Background: an optimization exercise with open tools, aiming at small area, a short achievable clock period and few clock cycles. Do not read the settings as production practice.
Only simulation tests tie the RTL to the original design; equivalence was not proved.

==> design.v <==
module JAM (
input CLK,
input RST,
output reg [2:0] W,
output reg [2:0] J,
input [6:0] Cost,
output reg [3:0] MatchCount,
output reg [9:0] MinCost,
output reg Valid );
localparam P = 6;    
localparam K0 = 3'd3;    
localparam PASS1 = 3'd0, PASS2 = 3'd1, INIT = 3'd2, SEARCH = 3'd3, FIX = 3'd4, DONE = 3'd5;
reg [2:0] ph;
reg [6:0] v [0:7];      
reg signed [7:0] u [0:7];  
reg [2:0] arg [0:7];    
reg [2:0] arg2 [0:7];   
reg [7:0] big [0:7];    
reg signed [10:0] S0;   
reg signed [7:0] m;     
reg [2:0] am;           
reg signed [7:0] m2;    
reg [2:0] am2;          
reg [6:0] Vc;           
reg signed [11:0] R;    
reg signed [10:0] S [0:6];  
reg [2:0] a [0:6];      
reg [2:0] nxj [0:6];    
reg [6:0] hn;           
reg       bt_ok;        
reg [2:0] bt_d;         
integer k;
wire [2:0] d = W;
wire [2:0] j = J;
wire [2:0] dn = d + 3'd1;
wire [6:0] vj = Vc;
wire signed [7:0] tw = {1'b0, Cost} - {1'b0, vj};    
wire       c_lt_v = tw[7];
wire [6:0] vmin = c_lt_v ? Cost : vj;
wire [6:0] t = tw[6:0];
wire signed [7:0] tp = (ph == PASS1 && c_lt_v) ? 8'sd0 : tw;
wire       t_lt_m = (j == 3'd0) || (tp < m);
wire signed [7:0] mnew = t_lt_m ? tp : m;
wire [2:0] amnew = t_lt_m ? j : am;
wire       t_lt_m2 = (j == 3'd1) || (tp < m2);
wire signed [7:0] m2new = t_lt_m ? m : t_lt_m2 ? tp : m2;
wire [2:0] am2new = t_lt_m ? am : t_lt_m2 ? j : am2;
wire signed [11:0] ts = {{4{tw[7]}}, tw};
wire       prune = ts > R;
wire       better = ts < R;
wire       leaf = (d == 3'd7);
reg [7:0] used;          
wire [2:0] argd = arg[d];
reg signed [7:0] Un;    
wire signed [11:0] un_s = {{4{Un[7]}}, Un};
reg [2:0] argn;          
reg [2:0] arg2n;         
reg [2:0] argn2;         
reg [2:0] arg2n2;        
always @(*) begin
	argn2 = arg[0];
	arg2n2 = arg2[0];
	for (k = 0; k < 6; k = k + 1)
		if (d == k) begin
			argn2 = arg[k + 2];
			arg2n2 = arg2[k + 2];
		end
end
reg signed [7:0] un2;   
always @(*) begin
	un2 = u[0];
	for (k = 0; k < 6; k = k + 1)
		if (d == k) un2 = u[k + 2];
end
wire       is_top = (j == argd);
wire       skipok = R < 12'sd32;
wire [2:0] arg2d = arg2[d];
wire       is_sec = (j == arg2d);
wire       first2 = is_top | is_sec;
wire [7:0] bigd = big[d];
reg [7:0] gt;
always @(*) begin
	for (k = 0; k < 8; k = k + 1) gt[k] = first2 | (k > j);
end
wire [7:0] cand = ~used & ~(8'd1 << argd) & ~(8'd1 << arg2d) & gt & ~(bigd & {8{skipok}});
wire       sec_ok = is_top && !used[arg2d] && !(bigd[arg2d] && skipok);
wire       has_nx = sec_ok || (|cand);
reg  [2:0] nx0;
always @(*) begin
	nx0 = 3'd0;
	for (k = 7; k >= 0; k = k - 1) if (cand[k]) nx0 = k;
end
wire [2:0] nx = sec_ok ? arg2d : nx0;
wire [2:0] jsib = (ph == SEARCH) ? nx : (ph == INIT) ? arg[0] : j + 3'd1;
wire [6:0] v_sib = v[jsib];
wire [7:0] used2 = used | (8'd1 << j);
reg  [2:0] fu;
always @(*) begin
	fu = 3'd0;
	for (k = 7; k >= 0; k = k - 1) if (!used2[k]) fu = k;
end
reg  [7:0] bign;
always @(*) begin
	bign = big[0];
	for (k = 0; k < 7; k = k + 1)
		if (d == k) bign = big[k + 1];
end
wire signed [11:0] lim2 = 12'sd32 - un_s;
wire       skipok2 = (d >= K0) && (R < lim2);
wire [7:0] cand2 = ~used2 & ~(bign & {8{skipok2}});
reg  [2:0] fu2;
always @(*) begin
	fu2 = 3'd0;
	for (k = 7; k >= 0; k = k - 1) if (cand2[k]) fu2 = k;
end
wire       argn_free = !used2[argn];
wire       arg2n_free = !used2[arg2n];
wire [2:0] jdesc = argn_free ? argn : arg2n_free ? arg2n : fu2;
wire       dead = !argn_free && !arg2n_free && (cand2 == 8'd0);
wire [6:0] v_desc = v[jdesc];
reg       bt_ok2;
reg [2:0] bt_d2;
always @(*) begin
	bt_ok2 = 1'b0;
	bt_d2 = 3'd0;
	for (k = 0; k < 7; k = k + 1)
		if (hn[k] && k < bt_d) begin
			bt_ok2 = 1'b1;
			bt_d2 = k;
		end
end
wire [2:0] rd = (ph == FIX) ? d : bt_d;
wire signed [11:0] mc_s = {2'd0, MinCost};
wire signed [11:0] sbt_s = {S[rd][10], S[rd]};
wire signed [11:0] Rbt = mc_s - sbt_s;
wire signed [7:0] u_bt = u[bt_d + 3'd1];
wire [2:0] arg_bt = arg[bt_d + 3'd1];
wire [2:0] arg2_bt = arg2[bt_d + 3'd1];
reg [7:0] used_bt;
always @(*) begin
	used_bt = 8'd0;
	for (k = 0; k < 7; k = k + 1)
		if (k < bt_d) used_bt = used_bt | (8'd1 << a[k]);
end
wire [6:0] v_bt = v[nxj[bt_d]];
wire signed [10:0] Sd = {1'b0, MinCost} - R[10:0];    
wire descend = !leaf && !prune && !dead;
wire sibling = !leaf && !(first2 && prune && d < P) && has_nx;
always @(posedge CLK or posedge RST) begin
	if (RST) begin
		ph <= PASS1;
		W <= K0;
		J <= 3'd0;
		Valid <= 1'b0;
		MinCost <= 10'h3ff;
		MatchCount <= 4'd0;
		S0 <= 11'sd0;
		bt_ok <= 1'b0;
		bt_d <= 3'd0;
	end else begin
		case (ph)
		PASS1: begin
			{W, J} <= {W, J} + 6'd1;
			if (d > P && j == 3'd0) S0 <= S0 + {{3{m[7]}}, m};    
			if (d == 3'd7 && j == 3'd7) ph <= PASS2;
		end
		PASS2: begin
			{W, J} <= {W, J} + 6'd1;
			if (d == 3'd1) S0 <= S0 + {4'd0, vj};
			else if (j == 3'd0 && d != 3'd1) S0 <= S0 + {{3{m[7]}}, m};    
			if (d == P - 1 && j == 3'd7) ph <= INIT;
		end
		INIT: begin
			S0 <= S0 + {{3{m[7]}}, m};    
			W <= 3'd0;
			J <= arg[0];
			bt_ok <= 1'b0;
			ph <= FIX;
		end
		SEARCH: begin
			if (leaf) begin
				if (better) begin
					MinCost <= Sd[9:0] + {3'd0, t};
					MatchCount <= 4'd1;
				end else if (!prune)
					MatchCount <= MatchCount + 4'd1;
			end
			if (descend) begin
				W <= dn;
				J <= jdesc;
				if (has_nx) begin
					bt_ok <= 1'b1;
					bt_d <= d;
				end
			end else if (sibling)
				J <= nx;
			else if (bt_ok) begin
				W <= bt_d;
				J <= nxj[bt_d];
				bt_ok <= bt_ok2;
				bt_d <= bt_d2;
				if (leaf && better) ph <= FIX;
			end else begin
				ph <= DONE;
				Valid <= 1'b1;
			end
		end
		FIX: ph <= SEARCH;
		default: ;
		endcase
	end
end
always @(posedge CLK) begin
	if (ph == PASS1) begin
		if (d == K0) v[j] <= Cost;
		else v[j] <= vmin;
	end
	if (ph == PASS2 || (ph == PASS1 && d >= P)) begin
		m <= mnew;
		am <= amnew;
		m2 <= m2new;
		am2 <= am2new;
		big[d][j] <= !tp[7] && (tp[6:5] != 2'd0);
		if (j == 3'd7) begin
			u[d] <= mnew;
			arg[d] <= amnew;
			arg2[d] <= am2new;
		end
	end
	if (ph == INIT) begin
		S[0] <= S0 + {{3{m[7]}}, m};    
		Un <= u[1];
		argn <= arg[1];
		arg2n <= arg2[1];
		used <= 8'd0;
	end
	if (ph == FIX)
		R <= Rbt;
	if (ph == PASS1 || ph == PASS2 || ph == INIT)
		Vc <= v_sib;
	if (ph == SEARCH) begin
		if (!leaf) begin
			a[d] <= j;
			nxj[d] <= nx;
			hn[d] <= has_nx;
			S[d] <= Sd;
		end
		if (descend) begin
			R <= (R + un_s) - ts;
			Un <= un2;
			argn <= argn2;
			arg2n <= arg2n2;
			used <= used2;
			Vc <= v_desc;
		end else if (sibling)
			Vc <= v_sib;
		else begin
			R <= Rbt;
			Un <= u_bt;
			argn <= arg_bt;
			arg2n <= arg2_bt;
			used <= used_bt;
			Vc <= v_bt;
		end
	end
end
endmodule
==> run.sh <==
#!/bin/bash
# synth_recipe.tcl (not shown) runs the flow's synth.tcl, then flattens the netlist and writes it again
# the make line also repeats each setting of config.mk as NAME=value (left out here)
make -C /OpenROAD-flow-scripts/flow DESIGN_CONFIG=/design/flow/config.mk WORK_HOME=/design/flow/orfs CLKGATE_MAP_FILE= SYNTH_SCRIPT=/design/flow/synth_recipe.tcl finish
==> config.mk <==
export PLATFORM = sky130hd
export DESIGN_NAME = JAM
export DESIGN_NICKNAME = JAM
export VERILOG_FILES = /design/flow/design.v
export SDC_FILE = /design/flow/constraint.sdc
export NUM_CORES = 4
export LEC_CHECK = 0
export ABC_AREA = 1
export CAP_MARGIN = 20
export CORE_MARGIN = 2
export CORE_UTILIZATION = 40
export CTS_BUF_LIST = sky130_fd_sc_hd__clkbuf_8
export SETUP_SLACK_MARGIN = 0.8
export SLEW_MARGIN = 20
==> constraint.sdc <==
create_clock -name core_clock -period 5.0 [get_ports {CLK}]
set_input_delay 1.0000 -clock core_clock [delete_from_list [all_inputs] [get_ports {CLK}]]
set_output_delay 1.0000 -clock core_clock [all_outputs]
set_load 0.01 [all_outputs]
==> flow_summary.json, run 1 <==
{
  "synthMuxAreaShare_pct": 0.252,
  "synth_cell_type_count": 65,
  "whs_path_depth": 1,
  "status": "finished clean",
  "drt_wl_total_um": 95400,
  "htree_levels": 3,
  "cts_root_buf": "clkbuf_8",
  "clockBufferDepth": 3,
  "clkSinkCount": 460,
  "die_area_um2": 72900,
  "nets": 3681,
  "synthArstFlopShare_pct": 8.48,
  "rsz0062_at_grt": "false",
  "firstDrtPassIters": 6,
  "die_height_um": 270,
  "critPathMostFrequentCell": "nand2_1",
  "routabilityCongestion": 0.975,
  "reg2reg_depth": 26,
  "ys_seq_area_share_pct": 47.0,
  "fp-row-count": 97,
  "synth_top_cell_area_share_pct": 41.1,
  "synth_area_leader_cell": "edfxtp_1",
  "min_path_type": "flop to flop",
  "cp.required_ns": 5.63,
  "cp-start-kind": "flop",
  "synth_area_per_cell_um2": 8.43,
  "slew_violations": 0,
  "vias": 25300,
  "synthMostInstantiatedCell": "nand2_1",
  "cpMaxStageDelayCell": "dfstp_2",
  "crit_family": "compound AO/OA/AOI/OAI gates",
  "antenna_found_initial": 2,
  "synth-adder-area-share_pct": 6.24,
  "ios": 30,
  "slew_headroom_pct": 24.3,
  "die_w_um": 270,
  "synth_flop_cell": "edfxtp_1",
  "core_area_um2": 70000,
  "cts_buffers": 82,
  "crit_fanout": 16,
  "first_global_vias": 23500,
  "drtIter0Drc": 2629,
  "yosys_warnings": 1,
  "arrival_ns": 4.68,
  "grt_start_max_net_pins": 77,
  "synthCells": 3357,
  "synth_edf_count": 387,
  "post_drt_wl_per_cell_um": 21.0,
  "synthTopCellsByArea": "edfxtp_1 (41%), nand2_1 (9.4%), o21ai_0 (5.3%), ha_1 (5.0%), nor2_1 (4.6%)",
  "ys_ff_latch": 460,
  "synth_top_family_by_area": "simple AND/OR/NAND/NOR gates",
  "r2r-end": "R[11]$_DFF_P_",
  "hpwlAfterDp_um": 66600,
  "start_util_pct": 40.4,
  "cap_violations": 0,
  "cpPeakStageDelay_ns": 0.65,
  "fin_util_pct": 47.4,
  "postRouteAntennaNets": 0,
  "worst_pin_slew_ns": 1.13,
  "synth.top_cells.by_count": "nand2_1 (706), edfxtp_1 (387), nor2_1 (346), inv_1 (339), o21ai_0 (300)",
  "hold_ws_ns": 0.468,
  "hold_viol_final": 0,
  "viasPerCell": 5.56,
  "drive_gt1_share_pct": 14.5,
  "cp.buffers_inverters": 5,
  "tritoncts": "yes",
  "whs_endpoint": "MatchCount[3]$_DFFE_PP0P_",
  "crit_path_end_kind": "flop",
  "r2r_slack_ns": 0.94,
  "crit_type": "flop to flop",
  "reg2reg_from": "W[0]$_DFFE_PP1P_",
  "track_usage_pct": 25.3,
  "fin_worst_skew_ns": 0.0494,
  "overflow": 0,
  "grt_pass1_wl_um": 142000,
  "min_period_over_period_pct": 81.1,
  "clock.fmax_ghz": 0.246,
  "synth_area_um2": 28300,
  "area_delta_synth_final_pct": 17.2,
  "placed_cell_area_um2": 30600,
  "post-place-ws_ns": -0.0516,
  "clkTransAtPathRegs_ns": 0.06,
  "drc": 0,
  "fin_area_um2": 33200,
  "setup_viol_count_final": 0,
  "synth_compound_area_share_pct": 15.9,
  "clk_latency_ns": 0.71,
  "synth_xor_area_share_pct": 1.95,
  "yosys.area_share.simple_pct": 21.1,
  "portBuffers": 29,
  "syn_nets": 3497,
  "fin_crit_ns": 4.06,
  "setup_ws_ns": 0.943,
  "min_from": "MatchCount[3]$_DFFE_PP0P_"
}
per-layer routing:
layer | vias up | wire length (um) | global-route usage [%]
met5 | - | 0 | 0
met4 | 0 | 3320 | 9.59
met3 | 206 | 8440 | 5.33
met2 | 1095 | 43200 | 39.9
met1 | 12000 | 40400 | 34.0
li1 | 12000 | - | -
per-stage QoR:
| step | setup TNS (ns) | instances |
|---|---|---|
| after global routing | 0 | 4553 |
| after CTS | 0 | 4507 |
| final | 0 | 4553 |
| after detailed placement | -1.24 | 4347 |
| after global placement | -0.0399 | 4347 |
| after floorplan | 0 | 3357 |
state kept, by name (all words and copies together) (netlist names), 21 cells and up:
register / count
S: 77
big: 64
nxj: 21
arg: 24
v: 56
a: 21
arg2: 24
u: 64
placed cells by master, fill, tap and decap left out, types with 70 or more instances in the layout:
cell | netlist | final
a21oi_1 | 154 | 144
inv_1 | 339 | 345
ha_1 | 114 | 103
o21ai_0 | 300 | 276
o211ai_1 | 70 | 70
clkbuf_8 | 0 | 88
nand3_1 | 255 | 249
edfxtp_1 | 387 | 387
buf_4 | 9 | 197
nand2_1 | 706 | 696
nor2_1 | 346 | 336
final cells by class:
type                            instances  area [um^2]
Fill cell                            6748        36900
Multi-Input combinational cell       2381        13400
Sequential cell                       460        13300
Timing Repair Buffer                  253         2230
Inverter                              362         1410
Clock buffer                           88         1210
Tap cell                              940         1180
Clock inverter                         66          458
Timing Repair inverter                  1         5.00
Antenna cell                            2         5.00
logic make-up (layout without fill, tap and decap cells):
| logic type | count (synthesis) | after routing |
|---|---|---|
| AOI/OAI and AO/OA | 759 | 761 |
| xor gates and xnor gates | 63 | 63 |
| adders and majority gates | 131 | 131 |
| buffers and inverters | 519 | 770 |
| DFF | 460 | 460 |
| muxes | 7 | 7 |
| other | 0 | 2 |
| and+or+nand+nor | 1418 | 1419 |
how the worst max path moves through the flow:
stage	slack [ns]	to	depth (start not counted)	start
final	0.94	R[11]$_DFF_P_	26	W[0]$_DFFE_PP1P_
after global routing	0.75	R[11]$_DFF_P_	28	ph[0]$_DFFE_PP0P_
after CTS	0.74	R[8]$_DFF_P_	22	ph[0]$_DFFE_PP0P_
after detailed placement	-0.05	arg2n[2]$_DFF_P_	27	Cost[0]
after global placement	-0.01	Vc[0]$_DFFE_PP_	28	Cost[0]
after floorplan	0.77	Vc[3]$_DFFE_PP_	27	Cost[0]
what timing repair did:
item,CTS,global route
pin swaps,1,37
hold buffers,0,0
resized for setup,29,105
setup buffers,5,39
gates cloned,1,4
endpoints found under the setup margin,136,207
worst register-to-register path: cells and delay by family (launching register included):
family	cells	cell delay (ns)
adders and majority gates	1	0.31
DFF	1	0.65
and+or+nand+nor	13	1.08
AOI/OAI and AO/OA	7	1.19
buffers and inverters	5	0.75
Testbench counts, summed over its fixed seeds: cycles 1,441.
==> run 2, diff against run 1 <==
--- a/config.mk
+++ b/config.mk
@@ -10,5 +10,5 @@
 export CORE_MARGIN = 2
 export CORE_UTILIZATION = 40
 export CTS_BUF_LIST = sky130_fd_sc_hd__clkbuf_8
-export SETUP_SLACK_MARGIN = 0.8
+export SETUP_SLACK_MARGIN = 0.9
 export SLEW_MARGIN = 20
==> flow_summary.json, run 2 <==
{
  "status": "finished clean",
  "hold_viol_final": 0,
  "synth_top_family_by_area": "simple AND/OR/NAND/NOR gates",
  "overflow": 0,
  "cp.required_ns": 5.44,
  "grt_pass1_wl_um": 146000,
  "synthCells": 3357,
  "clockBufferDepth": 3,
  "synthMostInstantiatedCell": "nand2_1",
  "synth_area_leader_cell": "edfxtp_1",
  "synth_compound_area_share_pct": 15.9,
  "drive_gt1_share_pct": 15.4,
  "drt_wl_total_um": 97300,
  "portBuffers": 29,
  "hpwlAfterDp_um": 67100,
  "largest_reg_flops": 77,
  "cts_buffers": 81,
  "cts_root_buf": "clkbuf_8",
  "yosys_warnings": 1,
  "synth_area_um2": 28300,
  "min_period_over_period_pct": 80.8,
  "firstDrtPassIters": 8,
  "vias": 25500,
  "grt.busiest_layer": "met2",
  "routabilityCongestion": 0.974,
  "fin_crit_ns": 4.04,
  "clkTransAtPathRegs_ns": 0.06,
  "track_usage_pct": 26.1,
  "global_route.usage.met3_pct": 3.70,
  "fp-row-count": 97,
  "drc": 0,
  "min_path_type": "flop to flop",
  "setup_ws_ns": 0.960,
  "postRouteAntennaNets": 0,
  "synth_flop_cell": "edfxtp_1",
  "crit_fanout": 7,
  "nets": 3674,
  "antenna_found_initial": 2,
  "crit_type": "primary input to flop",
  "post-place-ws_ns": -0.104,
  "synth_cell_type_count": 65,
  "slew_headroom_pct": 22.3,
  "first_global_vias": 24100,
  "synth.top_cells.by_count": "nand2_1 (706), edfxtp_1 (387), nor2_1 (346), inv_1 (339), o21ai_0 (300)",
  "slew_violations": 0,
  "setup_viol_count_final": 0,
  "synth-adder-area-share_pct": 6.24,
  "rsz0062_at_grt": "true",
  "grt_start_max_net_pins": 77,
  "viasPerCell": 5.62,
  "die_area_um2": 72900,
  "ys_seq_area_share_pct": 47.0,
  "synthArstFlopShare_pct": 8.48,
  "grt_use_met2_pct": 40.8,
  "core_area_um2": 70000,
  "cap_violations": 0,
  "synth_top_cell_area_share_pct": 41.1,
  "worst_pin_slew_ns": 1.14,
  "use_met1_pct": 36.3,
  "syn_nets": 3497,
  "clkSinkCount": 460,
  "cts_hold_buffers": 0,
  "synth_edf_count": 387,
  "synth_xor_area_share_pct": 1.95,
  "clk_latency_ns": 0.69,
  "clock.fmax_ghz": 0.248,
  "final_common_cell": "nand2_1",
  "post_drt_wl_per_cell_um": 21.4,
  "final_cell_mix": "nand2_1 (689), edfxtp_1 (387), inv_1 (343), nor2_1 (330), o21ai_0 (269)",
  "area_delta_synth_final_pct": 18.0,
  "ys_ff_latch": 460,
  "largestRegisters": "S: 77 flops, big: 64 flops, u: 64 flops",
  "drtIter0Drc": 3022,
  "arrival_ns": 4.48,
  "crit_path_end_kind": "flop",
  "synthTopCellsByArea": "edfxtp_1 (41%), nand2_1 (9.4%), o21ai_0 (5.3%), ha_1 (5.0%), nor2_1 (4.6%)",
  "yosys.area_share.simple_pct": 21.1,
  "htree_levels": 3,
  "start_util_pct": 40.4,
  "tritoncts": "yes",
  "cp-start-kind": "primary input",
  "die_height_um": 270,
  "synth_area_per_cell_um2": 8.43,
  "hold_ws_ns": 0.466,
  "ios": 30,
  "largest-register": "S",
  "fin_worst_skew_ns": 0.0378,
  "synthMuxAreaShare_pct": 0.252,
  "die_w_um": 270
}
## run 2: final cells by class
cell class	count	area, um^2
inverter	362	1420
clock inverter	62	403
antenna	1	2.50
sequential	460	13300
fill	6789	36600
clock buffer	86	1180
multi-input combinational	2380	13700
timing repair buffer	249	2230
tap	940	1180
## run 2: per-layer routing
layer  up-vias  wire (um)  part of all wire, %
met1     12100      41700                   43
li1      12000          -                    -
met3       214       7930                  8.2
met5         -          0                    0
met4         0       3750                  3.9
met2      1179      43900                   45
## run 2: timing repair
| action | 4_1_cts | 5_1_grt |
|---|---|---|
| pin swaps | 15 | 48 |
| resized for setup | 56 | 143 |
| gates cloned | 1 | 2 |
| endpoints found under the setup margin | 189 | 204 |
| setup buffers | 11 | 27 |
## run 2: path summary, 6_finish.rpt
kind | from | end | slack, ns | depth (start not counted)
hold / removal | MatchCount[3]$_DFFE_PP0P_ | MatchCount[3]$_DFFE_PP0P_ | 0.47 | 1
min in group asynchronous | RST | MatchCount[3]$_DFFE_PP0P_ | 0.78 | 3
hold reg to reg | MatchCount[3]$_DFFE_PP0P_ | MatchCount[3]$_DFFE_PP0P_ | 0.47 | 1
setup / recovery | Cost[2] | Vc[3]$_DFFE_PP_ | 0.96 | 25
setup reg to reg | W[0]$_DFFE_PP1P_ | Vc[6]$_DFFE_PP_ | 0.98 | 29
max in group asynchronous | RST | ph[1]$_DFFE_PP0P_ | 3.78 | 3
## run 2: through the flow
step                      utilization [%]  instance area, um^2  setup TNS (ns)  cells
after CTS                            46.5                32600               0   4510
after global routing                 47.7                33400               0   4540
final                                47.7                33400               0   4540
after floorplan                         -                28400               0   3357
after global placement               43.7                30600          -0.211   4350
after detailed placement             43.7                30600           -1.79   4350
## run 2: logic make-up (layout without fill, tap and decap cells)
family,Yosys count,count (layout)
and+or+nand+nor,1418,1419
AOI/OAI and AO/OA,759,760
buffers and inverters,519,759
DFF,460,460
adders and majority gates,131,131
xor gates and xnor gates,63,63
muxes,7,7
other,0,1
## run 2: worst max-delay path, cell delays in order
cell and delay (ns):
dlygate4sd2_1 0.27, ha_4 0.29, buf_4 0.10, inv_1 0.06
o31ai_4 0.25, buf_4 0.15, xor2_1 0.24, inv_1 0.10
ha_1 0.29, nand2_1 0.09, nor3_4 0.18, nand2_1 0.09
o2111ai_2 0.09, xnor2_2 0.12, o21ai_2 0.12, nand2_1 0.11
inv_2 0.08, nand2_4 0.08, buf_12 0.15, nand2_8 0.07
inv_4 0.04, nor2_4 0.19, clkinv_4 0.15, nand3_1 0.11
nand2_1 0.05

-- afterwards: timing with drivers on the ports --
How much do the figures lean on ideal ports? The routed layouts below were timed once more, with nothing changed but the port constraints.
Step 1, drivers: a clkbuf_16 drives CLK and a buf_2 each remaining input, both assumed.
Step 2 also shifts input and output timing later by t, the mid clock arrival at the registers, as if the neighbouring blocks saw the same clock.
a / b / c = ideal ports / drivers / drivers and shift; a / b = the first two.
| run | shift t [ns] | slack for setup (ns) | hold slack, ns | worst setup path at the end | worst register clock-pin slew, ns |
|---|---|---|---|---|---|
| run 1 | 0.751 | 0.943 / 0.943 / 0.391 | 0.468 / 0.468 / 0.468 | input to register | 0.07 / 0.07 |
| run 2 | 0.729 | 0.960 / 0.983 / 0.271 | 0.466 / 0.466 / 0.466 | input to register | 0.07 / 0.07 |
After both steps every run listed still meets setup and hold. For run 2, which loses most, drivers alone change the setup slack by +0.023 ns; drivers and shift together by -0.689 ns.
